This is an optimization exercise on Yosys and OpenROAD, whose aim is small area, a short achievable clock period and few clock cycles, not a production implementation.
Only simulation tests tie the RTL to the original design; equivalence was not proved.
Power and IR drop assume default switching activity.

== build 57 ==
==> flow/design.v <==
module ea_add(base, imm5, ea);
  input  [8:0] base;
  input  [4:0] imm5;
  output [8:0] ea;
  wire [5:0] lo = {1'b0, base[4:0]} + {1'b0, imm5};
  wire [3:0] hi = base[8:5];
  wire [3:0] hi_inc = hi + 4'd1;
  wire [3:0] hi_dec = hi - 4'd1;
  wire up = lo[5] & ~imm5[4];
  wire dn = ~lo[5] & imm5[4];
  assign ea = {up ? hi_inc : dn ? hi_dec : hi, lo[4:0]};
endmodule
module rsm_cpu(clk, reset, mem_rdata, mem_cmd, mem_addr, mem_wdata, halted);
  input clk, reset;
  input [15:0] mem_rdata;
  output [1:0] mem_cmd;
  output [8:0] mem_addr;
  output [15:0] mem_wdata;
  output halted;
  reg [15:0] R [0:7];       
  reg [8:0]  fpc;           
  reg        fv;            
  reg [8:0]  link;          
  reg        fN, fV, fZ;    
  reg        halt_q;
  reg        w_ld;          
  reg [2:0]  ld_rd;
  reg [15:0] A_q;           
  reg [15:0] B_q;           
  reg [2:0]  e_wd;          
  reg [1:0]  e_sh;
  reg [7:0]  e_imm8;
  reg        e_we;          
  reg        e_ldr, e_str, e_cmp;
  reg        s_imm, s_mov, s_add, s_and, s_mvn, s_link;   
  reg        wA, wB;        
  wire        e_go = !w_ld;                
  reg  [15:0] B;                           
  always @(*)
    case (e_sh)
      2'b00: B = B_q;
      2'b01: B = {B_q[14:0], 1'b0};
      2'b10: B = {1'b0, B_q[15:1]};
      default: B = {B_q[0], B_q[15:1]};
    endcase
  wire [15:0] sum = A_q + B;
  wire [15:0] dlo = {1'b0, A_q[14:0]} + {1'b0, ~B[14:0]} + 16'd1;
  wire ca15 = sum[15] ^ A_q[15] ^ B[15];
  wire cs15 = dlo[15];
  wire [15:0] res  = ({16{s_imm}}  & {{8{e_imm8[7]}}, e_imm8}) |
                     ({16{s_mov}}  & B) |
                     ({16{s_add}}  & sum) |
                     ({16{s_and}}  & (A_q & B)) |
                     ({16{s_mvn}}  & ~B) |
                     ({16{s_link}} & {7'b0, link});
  wire nN = A_q[15] ^ ~B[15] ^ cs15;
  wire nZ = (A_q == B);
  wire nV = (A_q[15] == B[15]) ? (ca15 != A_q[15]) : (cs15 != A_q[15]);
  wire [8:0] ea;
  ea_add u_ea(A_q[8:0], e_imm8[4:0], ea);
  wire e_mem = e_go & (e_ldr | e_str);
  assign mem_cmd   = halt_q ? 2'b00 : (e_go & e_str) ? 2'b01 : 2'b10;
  assign mem_addr  = e_mem ? ea : fpc;
  assign mem_wdata = B_q;
  assign halted    = halt_q;
  wire fetch = !halt_q & !e_mem;
  wire e_wr  = e_go & e_we;                
  wire [15:0] I = mem_rdata;
  wire [2:0]  opc = I[15:13];
  wire d_b    = (opc == 3'b001);
  wire d_bl   = (opc == 3'b010) &  I[12];    
  wire d_bx   = (opc == 3'b010) & ~I[12];
  wire d_halt = (opc == 3'b111);
  wire d_str  = (opc == 3'b100);
  wire d_ldr  = (opc == 3'b011);
  wire d_movi = (opc == 3'b110) &  I[12];
  wire d_movr = (opc == 3'b110) & ~I[12];
  wire d_alu  = (opc == 3'b101);            
  wire [2:0] rn = I[10:8];
  wire [2:0] rb = d_str ? I[7:5] : I[2:0];
  wire fA = e_wr & (e_wd == rn);
  wire fB = e_wr & (e_wd == rb);
  wire [15:0] Ain = ({16{w_ld}} & mem_rdata) | ({16{~w_ld & fA}} & res) |
                    ({16{~w_ld & ~fA}} & R[rn]);
  wire [15:0] Bin = ({16{w_ld}} & mem_rdata) | ({16{~w_ld & fB}} & res) |
                    ({16{~w_ld & ~fB}} & R[rb]);
  wire cmp_now = e_go & e_cmp;
  wire cN = cmp_now ? nN : fN;
  wire cV = cmp_now ? nV : fV;
  wire cZ = cmp_now ? nZ : fZ;
  reg cond;
  always @(*)
    case (I[10:8])
      3'b000: cond = 1'b1;
      3'b001: cond = cZ;
      3'b010: cond = ~cZ;
      3'b011: cond = cN ^ cV;
      3'b100: cond = (cN ^ cV) | cZ;
      default: cond = 1'b0;
    endcase
  wire taken = fv & ((d_b & cond) | d_bl | d_bx);
  wire [8:0] boff = fpc + {I[7], I[7:0]};
  wire [8:0] target = d_bx ? link : boff;
  always @(posedge clk) begin
    if (reset) begin
      fpc <= 9'd0;
      fv <= 1'b0;
      halt_q <= 1'b0;
      w_ld <= 1'b0;
      e_we <= 1'b0; e_ldr <= 1'b0; e_str <= 1'b0; e_cmp <= 1'b0;
    end else begin
      if (taken) fpc <= target;
      else if (fetch) fpc <= fpc + 9'd1;
      fv <= fetch & ~taken;
      if (fv & d_bl) link <= fpc;
      if (fv & d_halt) halt_q <= 1'b1;
      w_ld <= e_go & e_ldr;
      if (e_go & e_ldr) ld_rd <= e_wd;
      if (fv) begin
        e_wd   <= (d_movi | d_bl) ? I[10:8] : I[7:5];
        e_sh   <= I[4:3];
        e_imm8 <= I[7:0];
        e_we   <= d_movi | d_movr | (d_alu & (I[12:11] != 2'b01)) | d_bl;
        e_ldr  <= d_ldr;
        e_str  <= d_str;
        e_cmp  <= d_alu & (I[12:11] == 2'b01);
        s_imm  <= d_movi;
        s_mov  <= d_movr;
        s_add  <= d_alu & (I[12:11] == 2'b00);
        s_and  <= d_alu & (I[12:11] == 2'b10);
        s_mvn  <= d_alu & (I[12:11] == 2'b11);
        s_link <= d_bl;
      end else if (e_go) begin
        e_we <= 1'b0; e_ldr <= 1'b0; e_str <= 1'b0; e_cmp <= 1'b0;
      end
      if (cmp_now) begin fN <= nN; fV <= nV; fZ <= nZ; end
    end
  end
  always @(posedge clk) begin
    if (fv | (w_ld & wA)) A_q <= Ain;
    if (fv | (w_ld & wB)) B_q <= Bin;
    if (fv) begin
      wA  <= e_go & e_ldr & (e_wd == rn);
      wB  <= e_go & e_ldr & (e_wd == rb);
    end
  end
  always @(posedge clk) begin
    if (w_ld) R[ld_rd] <= mem_rdata;
    else if (e_wr) R[e_wd] <= res;
  end
endmodule
export LEC_CHECK = 0
export CAP_MARGIN = 20
export CORE_MARGIN = 2
export CORE_UTILIZATION = 40
export CTS_BUF_LIST = sky130_fd_sc_hd__clkbuf_8
export SETUP_SLACK_MARGIN = 4
export SLEW_MARGIN = 20
export TNS_END_PERCENT = 5
create_clock -name core_clock -period 8.0 [get_ports {clk}]
run.sh (not shown) runs the stock make flow with config.mk's settings and CLKGATE_MAP_FILE= SYNTH_SCRIPT=/design/flow/synth_recipe.tcl, a recipe that flattens the netlist after the stock synthesis.
Testbench counts of build 57, summed over its fixed seeds: cycles 76,740.
Edits applied to the flow inputs when going from build 57 to build 7:
- clearing CTS_BUF_LIST, which used to be sky130_fd_sc_hd__clkbuf_8
- putting ABC_AREA at 1 where nothing was set
### Flow results
- Diff build 7 and build 57: total instance count after detailed placement lower in build 57
- Going from build 57 to build 7, total half-perimeter wirelength after legalization and detailed placement increased by 18% relative to the old numbers, synthesized net count went up, part of the cycle the worst path needs decreased by 0.65 points relative to the old numbers.
Input changes introduced in build 23 (baseline for comparison: build 7):
- CTS_CLUSTER_DIAMETER: unset -> 100
- CTS_CLUSTER_SIZE: unset -> 30
- ABC_AREA: 1 -> unset
- SETUP_SLACK_MARGIN: 4 -> 3.8
### Flow results
- [compare] base=build 7 new=build 23: final design utilization decreased 3.0 points, worst setup slack after layout lower, number of placement rows grew by 1.
- Build 23 against build 7: register share of total power now sits higher; detailed placement HPWL now smaller; maximum clock rate fell by 5.9 MHz; sum of routed wire length over all layers down 17%; last weighted congestion value of the routability-driven placer went down.
- Looking at post-synthesis simple-gate area fraction, build 23 sits 7.5 points below build 7.
Input changes introduced in build 24 (baseline for comparison: build 23):
- CAP_MARGIN now 5, was 20
- SLEW_MARGIN now 5, was 20
- SETUP_SLACK_MARGIN now 4, was 3.8
- TNS_END_PERCENT now 1, was 5
==> flow/flow/run.sh (new file) <==
#!/bin/bash
# The standard layout, with the input and output port buffers made from
# plain buffers (sky130_fd_sc_hd__buf_1) instead of the delay cells
# buffer_ports picks by default. Every port is still buffered.
set -euo pipefail
cd "$(dirname "$0")/.."
export BUFFER_PORTS_ARGS="-buffer_cell sky130_fd_sc_hd__buf_1"
bash standard.sh > standard_flow.log 2>&1
==> flow/standard.sh (new file) <==
#!/bin/bash
# synth_recipe.tcl (not shown) runs the flow's synth.tcl, then flattens the netlist and writes it again
# the make line also repeats each setting of config.mk as NAME=value (left out here)
make -C /OpenROAD-flow-scripts/flow DESIGN_CONFIG=/design/flow/config.mk WORK_HOME=/design/flow/orfs CLKGATE_MAP_FILE= SYNTH_SCRIPT=/design/flow/synth_recipe.tcl "${@:-finish}"
removed: flow/run.sh
--- outcome ---
Build 24 finished all stages; the layout is clean. Re portion of the clock cycle consumed by the worst path in the final layout: build 23 was higher than build 24. Build 24: number of clock-tree buffers in the layout 1 above build 23. Compared with build 23, in build 24 post-route cell area dropped 1.2%; share of synthesized registers carrying an async set or reset barely changed; total number of vias climbed 0.73%. The destination of the critical timing path comes out mem_addr[7] in one run and mem_addr[6] in the other, namely in build 24 and build 23 respectively.
Input changes introduced in build 42 (baseline for comparison: build 24):
- CTS_CLUSTER_DIAMETER no longer set, was 100
- SYNTH_HIERARCHICAL now 1, previously not set
- CAP_MARGIN now 20, was 5
- CTS_CLUSTER_SIZE no longer set, was 30
- SLEW_MARGIN now 20, was 5
- TNS_END_PERCENT no longer set, was 1
==> flow/run.sh (new file) <==
#!/bin/bash
# synth_recipe.tcl (not shown) runs the flow's synth.tcl, then flattens the netlist and writes it again
# the make line also repeats each setting of config.mk as NAME=value (left out here)
make -C /OpenROAD-flow-scripts/flow DESIGN_CONFIG=/design/flow/config.mk WORK_HOME=/design/flow/orfs CLKGATE_MAP_FILE= SYNTH_SCRIPT=/design/flow/synth_recipe.tcl finish
removed: flow/flow/run.sh
removed: flow/standard.sh
### Flow results
Build 42 went all the way through the flow, and no timing, DRC or antenna check failed. Diff build 24 -> build 42: first-iteration DRC count fell by 28%, design area rose by about 9%, minimum setup slack in the final design stayed essentially flat, wire length of the first global-routing pass rose by 1.4%. Comparing build 42 and build 24, non-clock buffer count is lower on build 24. Looking only at power in the clock group, and setting everything else aside, the lower value of build 42 and build 24 goes to build 24. Diff build 24..build 42 | minimum clock period | negligible.
Edits applied to the flow inputs when going from build 42 to build 96:
- setting TNS_END_PERCENT to 1 for the first time
- setting CTS_CLUSTER_DIAMETER to 100 for the first time
- removing SYNTH_HIERARCHICAL (formerly 1)
- setting CTS_CLUSTER_SIZE to 30 for the first time
==> flow/flow/run.sh (new file) <==
#!/bin/bash
# The standard layout, with the input and output port buffers made from
# plain buffers (sky130_fd_sc_hd__buf_1) instead of the delay cells
# buffer_ports picks by default. Every port is still buffered.
set -euo pipefail
cd "$(dirname "$0")/.."
export BUFFER_PORTS_ARGS="-buffer_cell sky130_fd_sc_hd__buf_1"
bash standard.sh > standard_flow.log 2>&1
==> flow/standard.sh (new file) <==
#!/bin/bash
# synth_recipe.tcl (not shown) runs the flow's synth.tcl, then flattens the netlist and writes it again
# the make line also repeats each setting of config.mk as NAME=value (left out here)
make -C /OpenROAD-flow-scripts/flow DESIGN_CONFIG=/design/flow/config.mk WORK_HOME=/design/flow/orfs CLKGATE_MAP_FILE= SYNTH_SCRIPT=/design/flow/synth_recipe.tcl "${@:-finish}"
removed: flow/run.sh
==> comparison <==
- From build 42 to build 96 the numbers moved as follows: required time of the critical path did not really move; final critical delay including setup and external delays went down.
- Both conditions hold for build 42: the flow ran to the end and the final layout passed the timing, design-rule and antenna checks.
- Per the final summary, build 96 finished and its layout is clean on timing, DRC and antenna.
- Between build 96 and build 42, it is build 96 whose global-route wire length before repair is lower, by 2.4%.
- Compared with build 42, build 96 shows a post-route non-filler standard cell count that is 18 lower.
- Summary: with build 42 as the reference, routability congestion estimate from global placement in build 96 moved up slightly.
- Comparing build 96 and build 42, the higher layout cell share with drive strength beyond 1 is on build 42.
- Per the comparison of build 96 with build 42, total power per unit cell area went down; design area went down; final-layout clock buffer total went down.
- In the tables for build 96 and build 42, share of power burned in combinational logic reads lower with build 42.
- Simple-gate share of the synthesized area, build 96 and build 42: smaller value in build 42

Starts from the design.v that is shown in full above.
make LEC_CHECK=0 CAP_MARGIN=20 CORE_MARGIN=2 CORE_UTILIZATION=40 SETUP_SLACK_MARGIN=4 SLEW_MARGIN=20 finish   # period 8.0 ns
Stock flow here: none of the scripts above is used.
Testbench counts at the start, summed over its fixed seeds: cycles 76,740.
==> next run, changes <==
Settings changed: CTS_CLUSTER_DIAMETER from default to 60, CTS_CLUSTER_SIZE from default to 30, TNS_END_PERCENT from default to 5.
What happened:
- The new run finished clean
- wire length falls slightly
- hold slack gets better by 0.0035 ns
- design area drops slightly
- power hardly moves
- core utilization came out lower by 0.49 points
- worst setup slack degrades by 0.021 ns
- die area stays the same
- via count is lower slightly
==> next run, changes <==
Settings changed: CTS_CLUSTER_DIAMETER 60 to 100, TNS_END_PERCENT 5 to 1.
=>
- The new run finished clean
- sequential share of layout area went up by 1.5 points
- non-clock buffer count shrinks by 3
- wire length drops by 1.6%
- global-route usage fell by 0.41 points
- synthesized area is unchanged
- cell count came out lower by 1.5%
- hold slack improves by 0.016 ns
- die area does not change
==> next run, changes <==
Settings changed: CTS_BUF_LIST from default to sky130_fd_sc_hd__clkbuf_8, CTS_CLUSTER_DIAMETER 100 to default, CTS_CLUSTER_SIZE 30 to default, GPL_TIMING_DRIVEN from default to 1, TNS_END_PERCENT 1 to 5.
After rerunning:
- The new run passed the timing, design-rule and antenna checks
- die area stays the same
- hold slack gets worse by 0.025 ns
- setup slack is worse by 0.052 ns
- sequential share of layout area is lower by 1.1 points
- power grows by 12%
- combinational power went up by about 1%
- global-route usage goes up by 0.54 points
- routed wire length rose by 1.9%
- critical path depth is unchanged
- register-to-register slack gets better by 0.05 ns

Starts from the design.v that is shown in full above.
export LEC_CHECK = 0
export CAP_MARGIN = 20
export CORE_MARGIN = 2
export CORE_UTILIZATION = 40
export SETUP_SLACK_MARGIN = 4
export SLEW_MARGIN = 20
export TNS_END_PERCENT = 5
create_clock -name core_clock -period 8.0 [get_ports {clk}]
standard.sh (not shown) runs the stock make flow with config.mk's settings and CLKGATE_MAP_FILE= SYNTH_SCRIPT=/design/flow/synth_recipe.tcl, a recipe that flattens the netlist after the stock synthesis.
==> flow/flow/run.sh <==
#!/bin/bash
# The standard layout, with the input and output port buffers made from
# plain buffers (sky130_fd_sc_hd__buf_1) instead of the delay cells
# buffer_ports picks by default. Every port is still buffered.
set -euo pipefail
cd "$(dirname "$0")/.."
export BUFFER_PORTS_ARGS="-buffer_cell sky130_fd_sc_hd__buf_1"
bash standard.sh > standard_flow.log 2>&1
The starting point completed without violations.
Testbench counts at the start, summed over its fixed seeds: cycles 76,740.
Change:
==> flow/run.sh (new file) <==
#!/bin/bash
# synth_recipe.tcl (not shown) runs the flow's synth.tcl, then flattens the netlist and writes it again
# the make line also repeats each setting of config.mk as NAME=value (left out here)
make -C /OpenROAD-flow-scripts/flow DESIGN_CONFIG=/design/flow/config.mk WORK_HOME=/design/flow/orfs CLKGATE_MAP_FILE= SYNTH_SCRIPT=/design/flow/synth_recipe.tcl finish
- CTS_CLUSTER_DIAMETER: not set -> 100
- CTS_CLUSTER_SIZE: not set -> 30
removed: flow/flow/run.sh
removed: flow/standard.sh
Result: The new run completed without violations. Setup slack improved by 0.022 ns. Sequential power stays flat. Die area is unchanged. Clock-buffer cell count falls by 21. Combinational power rises by about 3%. Final area falls by 1.4%. Cell count falls by 2.2%. Routed wire length falls by 0.44%.
Change:
- CTS_CLUSTER_DIAMETER: 100 -> not set
- CTS_CLUSTER_SIZE: 30 -> not set
What happened:
- power came out higher by about a fifth
- die area is unchanged
- first-iteration DRC count came out lower by roughly a tenth
- design area came out higher by a few percent
- critical path depth does not change
- clock-buffer cell count came out higher by 13
Change:
- CAP_MARGIN: 20 -> 5
- CTS_CLUSTER_DIAMETER: not set -> 100
- CTS_CLUSTER_SIZE: not set -> 30
- SLEW_MARGIN: 20 -> 5
The new run completed with no timing, DRC or antenna violations.
Worst setup slack degrades by 0.049 ns.
Die area does not change.
Power went down by about a fifth.
Maximum frequency went down slightly.
Critical path depth does not change.
Worst hold slack improves by 0.038 ns.
Core utilization went down by 1.7 points.
Synthesized area is unchanged.
Sequential power barely changes.
Flip-flop and latch count does not change.
Change:
- CAP_MARGIN: 5 -> 20
- PLACE_DENSITY: not set -> 0.7
- SLEW_MARGIN: 5 -> 20
The changed run passed the timing, design-rule and antenna checks.
Final cell count fell slightly.
Routed wire length went down by a few percent.
Global-route usage goes down by 0.65 points.
Die area does not change.
Clock power falls by roughly a tenth.

==> what the ideal ports hide <==
How much do the figures lean on ideal ports? The routed layouts below were timed once more, with nothing changed but the port constraints. Step 1: set_driving_cell puts a clkbuf_16 on clk and a buf_2 on each other input, an assumption about the parent block. Step 2, shift: input delay + t, output delay - t, t = (earliest + latest rising clock arrival at the registers) / 2. This alone moves slack from input paths to output paths. a / b / c = ideal ports / drivers / drivers and shift; a / b = the first two.
run	t (ns)	slack for setup (ns)	worst register clock-pin slew, ns
build 57	0.576	3.686 / 3.638 / 3.416	0.06 / 0.06
build 7	0.565	3.738 / 3.690 / 3.192	0.07 / 0.07
build 23	0.524	3.628 / 3.579 / 3.243	0.12 / 0.12
build 24	0.520	3.666 / 3.616 / 3.281	0.11 / 0.11
build 42	0.564	3.666 / 3.617 / 3.561	0.06 / 0.06
build 96	0.524	3.710 / 3.660 / 3.365	0.11 / 0.11
the first run of note 2	0.571	3.740 / 3.690 / 3.524	0.07 / 0.07
the second run of note 2	0.577	3.719 / 3.667 / 3.427	0.08 / 0.08
the third run of note 2	0.522	3.738 / 3.689 / 3.302	0.12 / 0.12
the fourth run of note 2	0.576	3.686 / 3.638 / 3.416	0.06 / 0.06
the first run of note 3	0.571	3.700 / 3.649 / 3.427	0.07 / 0.07
the second run of note 3	0.525	3.721 / 3.671 / 3.451	0.12 / 0.12
the third run of note 3	0.570	3.732 / 3.683 / 3.432	0.06 / 0.06
the fourth run of note 3	0.526	3.683 / 3.635 / 3.441	0.12 / 0.12
the fifth run of note 3	0.512	3.672 / 3.626 / 3.382	0.11 / 0.11
After both steps every run listed still meets setup and hold. The setup slack of build 7, which loses most, moves by -0.048 ns with the drivers and by -0.546 ns with both steps.
